From an optimization exercise on the open Yosys and OpenROAD flow, aimed at small area, a short achievable clock period and few clock cycles; shortcuts taken in it are not production practice. In this exercise RTL edits were held to simulation tests only and were not proved equivalent to the original. Power and IR drop assume default switching activity.

==> flow/design.v, too long to show whole: its modules and the start of the top module <==
// module ks_add: 30 lines
// module core_top: 1210 lines
module core_top (
    input clk,
    input reset,
    input [31:0] instr_memory_data,
    input [31:0] data_memory_data,
    output [31:0] instr_memory_addr,
    output [31:0] data_memory_addr,
    output [31:0] data_memory_wd,
    output data_memory_we,
    output instr_memory_enable
);
  // ...
==> flow/flow/run.sh <==
#!/bin/bash
# Standard ORFS layout (the standard.sh, unchanged synthesis) with two layout knobs:
#  - timing repair aims for 16.3 ns more setup slack than the constraint requires, so that the
#    resizer works on the design's real critical paths instead of stopping at 22 ns;
#  - port buffers use buf_4 instead of the default pick.
# The clock, the constraints and the flow scripts are unchanged.
set -euo pipefail
export SETUP_SLACK_MARGIN=16.3
export BUFFER_PORTS_ARGS="-buffer_cell sky130_fd_sc_hd__buf_4"
bash standard.sh > standard_flow.log 2>&1
==> flow/standard.sh <==
#!/bin/bash
# synth_recipe.tcl (not shown) runs the flow's synth.tcl, then flattens the netlist and writes it again
# the make line also repeats each setting of config.mk as NAME=value (left out here)
make -C /OpenROAD-flow-scripts/flow DESIGN_CONFIG=/design/flow/config.mk WORK_HOME=/design/flow/orfs CLKGATE_MAP_FILE= SYNTH_SCRIPT=/design/flow/synth_recipe.tcl "${@:-finish}"
==> flow/config.mk <==
export PLATFORM = sky130hd
export DESIGN_NAME = core_top
export DESIGN_NICKNAME = core_top
export VERILOG_FILES = /design/flow/design.v
export SDC_FILE = /design/flow/constraint.sdc
export NUM_CORES = 4
export LEC_CHECK = 0
export CAP_MARGIN = 20
export CORE_MARGIN = 2
export CORE_UTILIZATION = 50
export CTS_CLUSTER_DIAMETER = 60
export CTS_CLUSTER_SIZE = 25
export SLEW_MARGIN = 20
export SYNTH_HIERARCHICAL = 1
==> flow/constraint.sdc <==
create_clock -name core_clock -period 22.0 [get_ports {clk}]
set_input_delay 4.4000 -clock core_clock [delete_from_list [all_inputs] [get_ports {clk}]]
set_output_delay 4.4000 -clock core_clock [all_outputs]
set_load 0.01 [all_outputs]
==> flow_summary.yaml, run 1 <==
status:
  status: "timing/DRC/antenna clean"
layout:
  num_antenna_cells: 18
  layout.nets: 8391
  clock_buffers: 117
  buffers: 611
  seq_share_pct: 39.7
  clock_area_share_pct: 4.28
  largest_class: "multi-input combinational cells"
power:
  total_power_uw: 12300
  swShare_pct: 45.0
  pg_clk_uw: 2210
  internal_power_uw: 6760
  comb-power_uw: 6690
  power_density_nw_per_um2: 131
floorplanning:
  io_pins: 164
  die_x_um: 409
  core-area_um2: 163000
logic_synthesis:
  synthCells: 7818
  async_flop_share_pct: 0
  synthTopCellsByCount: "edfxtp_1 (1054), a22oi_1 (546), nand2_1 (502)"
  synth_top_family_by_area: "compound AO/OA/AOI/OAI gates"
  synth_top_area_share_pct: 38.5
worst_setup_path:
  setup.worst_path.end_class: "primary output"
  crit_path_max_fanout: 1
  setup.worst_path.start: "e_addr[8]$_DFF_P_"
  crit_path_start_kind: "flop"
  r2r_slack_ps: 16230
sta:
  slew_headroom_pct: 13.8
  slew_viol_final: 0
  fin_crit_ps: 5790
min_path:
  timing.hold.worst_path_depth: 0
  min_from: "e_load$_DFF_P_"
clock_tree:
  clk_pin_slew_ps: 90
  postCtsSetupBuffers: 82
  clockRootBuffer: "clkbuf_16"
placement:
  post-place-ws_ps: 14210
  placed_cell_area_um2: 86700
drt:
  top_layer: "met5"
  vias: 79086
  wl_per_cell_um: 43.2
  drt-vias-per-instance: 7.76
Testbench counts, summed over its fixed seeds: cycles 45,573.
==> run 2: changes to the inputs <==
--- a/flow/config.mk
+++ b/flow/config.mk
@@ -5,6 +5,7 @@
 export SDC_FILE = /design/flow/constraint.sdc
 export NUM_CORES = 4
 export LEC_CHECK = 0
+export ABC_AREA = 1
 export CAP_MARGIN = 20
 export CORE_MARGIN = 2
 export CORE_UTILIZATION = 50
==> flow_summary.yaml, run 2 <==
sta:
  tightest_slew_ps: 1380
  slew_viol_final: 0
  fin_crit_ps: 5920
  fin_skew_ps: 82.7
  finalSetupViolCount: 0
  finalCritPeriodShare_pct: 26.9
  max_freq_mhz: 169
  layout_setup_ws_ps: 16080
  setup_tns_ps: 0
  slew_headroom_pct: 7.21
  hold_viol: 0
  rsz0062_at_grt: "true"
layout:
  area_growth_pct: 13.7
  regMostFlops: "rf"
  fillerInstances: 14662
  largest_register_ffs: 992
  layout-drive-gt1-share_pct: 12.8
  layout.nets: 9932
  regArea_um2: 37200
  final_area_um2: 92600
  final_common_cell: "nand2_1"
  layout_common_cells: "nand2_1 (2016), inv_1 (1079), edfxtp_1 (1054)"
  multi_input_area_um2: 39300
grt:
  grt-ovfl-total: 0
  globalRouteTotalUtil_pct: 49.3
  antenna_found_initial: 45
  grt_pass1_vias: 75510
  grt_pass1_wl_mm: 579
  grt_max_degree: 70
power:
  peakVddDrop_mv: 0.281
  power_frac_seq_pct: 27.2
  swShare_pct: 45.9
  p_sw_uw: 5630
  p_leak_uw: 0.0374
  power_density_nw_per_um2: 132
  internal_power_uw: 6630
  total_power_uw: 12300
  p_comb_share_pct: 54.6
  p_clk_share_pct: 18.2
placement:
  io_buffer_count: 161
  post-place-ws_ps: 14630
  hpwl_mm: 290
  globalplace.congestion: 1.06
  placed_cell_area_um2: 86400
clock_tree:
  numCtsBuffers: 109
  clk_pin_slew_ps: 80
  clk_latency_ps: 860
  cts.path.max_buffers: 3
  htree_levels: 3
  clockRootBuffer: "clkbuf_16"
  cts_tree: "done"
  cts_hold_buf: 0
  cts.sink_count: 1321
logic_synthesis:
  synthCells: 9205
  yosysWarnings: 8
  ys_seq_area_share_pct: 45.4
  synth_top_family_by_area: "simple AND/OR/NAND/NOR gates"
  async_flop_share_pct: 0
  synthSimpleGateAreaFrac_pct: 17.6
  ys_seq_elements: 1321
  yosys.area_share.adder_pct: 8.21
  synth_area_leaders: "edfxtp_1 (39%), nand2_1 (9.4%), dfxtp_1 (6.6%)"
  synthTopCellsByCount: "nand2_1 (2033), inv_1 (1105), edfxtp_1 (1054)"
  synth-main-ff-cell: "edfxtp_1"
  yosys.area.top_type: "edfxtp_1"
  synth_top_area_share_pct: 38.8
  synthXorXnorAreaFrac_pct: 5.14
  avgSynthCellArea_um2: 8.85
  synth_compound_area_share_pct: 15.9
  synth_mux_area_share_pct: 0.0952
  netlist_area_um2: 81500
  synth_edf_count: 1054
  ys_types: 76
  synth.most_common_cell: "nand2_1"
worst_setup_path:
  cp.arrival_ps: 6620
  path_class: "reg -> reg"
  setup.worst_path.end_class: "flop"
  setup.worst_path.start: "d_instr[13]$_DFFE_PN_"
  critPathRequiredTime_ps: 22690
  r2r_slack_ps: 16080
  crit-reg2reg-launch: "d_instr[13]$_DFFE_PN_"
  crit_path_max_fanout: 21
  crit_path_start_kind: "flop"
floorplanning:
  die_area_um2: 166000
  die_x_um: 408
  core-area_um2: 162000
  initial_utilization_pct: 50.2
  io_pins: 164
  row_count: 148
  die_h_um: 408
drt:
  drc_errors: 0
  wirelength_mm: 423
  wl_per_cell_um: 36.0
  drt-vias-per-instance: 6.84
  drt_iter0_drc: 14160
  ant_nets: 0
  dr.pass1.iters: 8
  vias: 80388
min_path:
  min_from: "e_load$_DFF_P_"
  hp-class: "reg -> reg"
status:
  status: "timing/DRC/antenna clean"
run:
  cap_violations: 0
==> run 2: cell types whose count changed after synthesis, sizes merged, moves of 151 or more <==
cell	before	now
clkbuf	486	335
nand2	502	2078
a22o	260	24
a21oi	487	276
o21ai	287	575
xor2	97	416
xnor2	366	62
a22oi	547	64
inv	279	1127
o22ai	61	424
nand3	215	479
==> run 2: path summary, 6_finish.rpt <==
kind                         to  cells past startpoint
max          e_addr[24]$_DFF_P_                     21
min              m_load$_DFF_P_                      0
max reg2reg  e_addr[24]$_DFF_P_                     21
min reg2reg      m_load$_DFF_P_                      0
==> run 2: critical path, stage by stage, from the launching register on <==
cell	delay, ps
edfxtp_1	550
inv_1	220
nor2_1	70
inv_1	180
nor2_1	110
nand2_1	400
inv_1	170
buf_4	300
nand2_1	140
o2111ai_1	230
nor4_1	720
nand4_1	610
nand2_1	290
nand2_1	260
ha_1	500
nand2_1	100
inv_1	80
nand2_1	90
nor3_1	340
nand3_1	170
nand4_1	110
nand2_1	60
==> run 2: metrics by stage <==
stage                     utilization (%)  hold WS, ps  cells
after floorplan                         -          329   9207
after global placement               53.2          381  11394
after detailed placement             53.3          378  11396
after CTS                            56.5          391  11678
after global routing                 57.1          389  11723
final                                57.1          398  11748
==> run 2: power by group through the flow <==
stage	logic, uW	clock network (uW)	registers (uW)
floorplan	4050	0	3300
global placement	6300	0	3380
detailed placement	6350	0	3380
CTS	6490	2220	3320
global route	7490	2310	3340
finish	6690	2230	3340
==> run 2: logic make-up (layout without fill, tap and decap cells) <==
family	count (synthesis)	count (layout)
mux	7	7
simple gates	3365	3370
fa+ha+maj	421	421
buf+inv	1607	1937
xor+xnor	478	478
compound gates	2005	2005
flops	1321	1321
other cells	1	34
==> run 2: what timing repair did <==
action | 4_1_cts | 5_1_grt
setup endpoints to repair | 212 | 153
setup buffers | 66 | 34
resized for setup | 256 | 118
pin swaps | 8 | 14
cloned | 8 | 5
==> run 2: cell type report <==
| type | instances | share of cell area, % |
|---|---|---|
| Clock inverter | 94 | 1.43 |
| Tap cell | 2175 | 2.94 |
| Multi-Input combinational cell | 6284 | 42.4 |
| Inverter | 1159 | 4.85 |
| Clock buffer | 114 | 2.98 |
| Sequential cell | 1321 | 40.2 |
| Timing Repair inverter | 5 | 0.0297 |
| Timing Repair Buffer | 565 | 5.08 |
| Antenna cell | 31 | 0.0838 |
==> run 2: per-layer routing <==
metal	GRT usage (%)	routed length [um]	vias to the layer above
li1	-	-	32694
met2	70.4	171000	7446
met5	1.26	423	-
met3	19.8	65000	2286
met1	57.4	140000	37924
met4	42.5	46500	38

==> re-timing with driven ports <==
The flow's constraints put no driver on any port. The routed layouts listed below were extracted and timed again, unchanged, in two steps.
Step 1 sets driving cells, clkbuf_16 on the clock port and buf_2 on the other inputs (assumed; they add their load-dependent delay and slew).
Step 2 adds t to the input delays and takes it off the output delays; t is the mean of the earliest and latest rising clock arrival at the registers after step 1. Input paths then give back, and output paths get back, about the clock's delay inside the block.
Three values: ideal ports, drivers, drivers and shift; two values: the first two.
run	t (ns)	setup WS [ns]	worst setup path at the end	cell pins on the clock port's net
run 1	0.871	16.213 / 16.128 / 15.437	input to register	1
run 2	0.907	16.078 / 16.078 / 15.266	input to register	1
After both steps setup and hold are still met in every run listed. The setup slack of run 2, which loses most, moves by 0.000 ns with the drivers and by -0.812 ns with both steps.
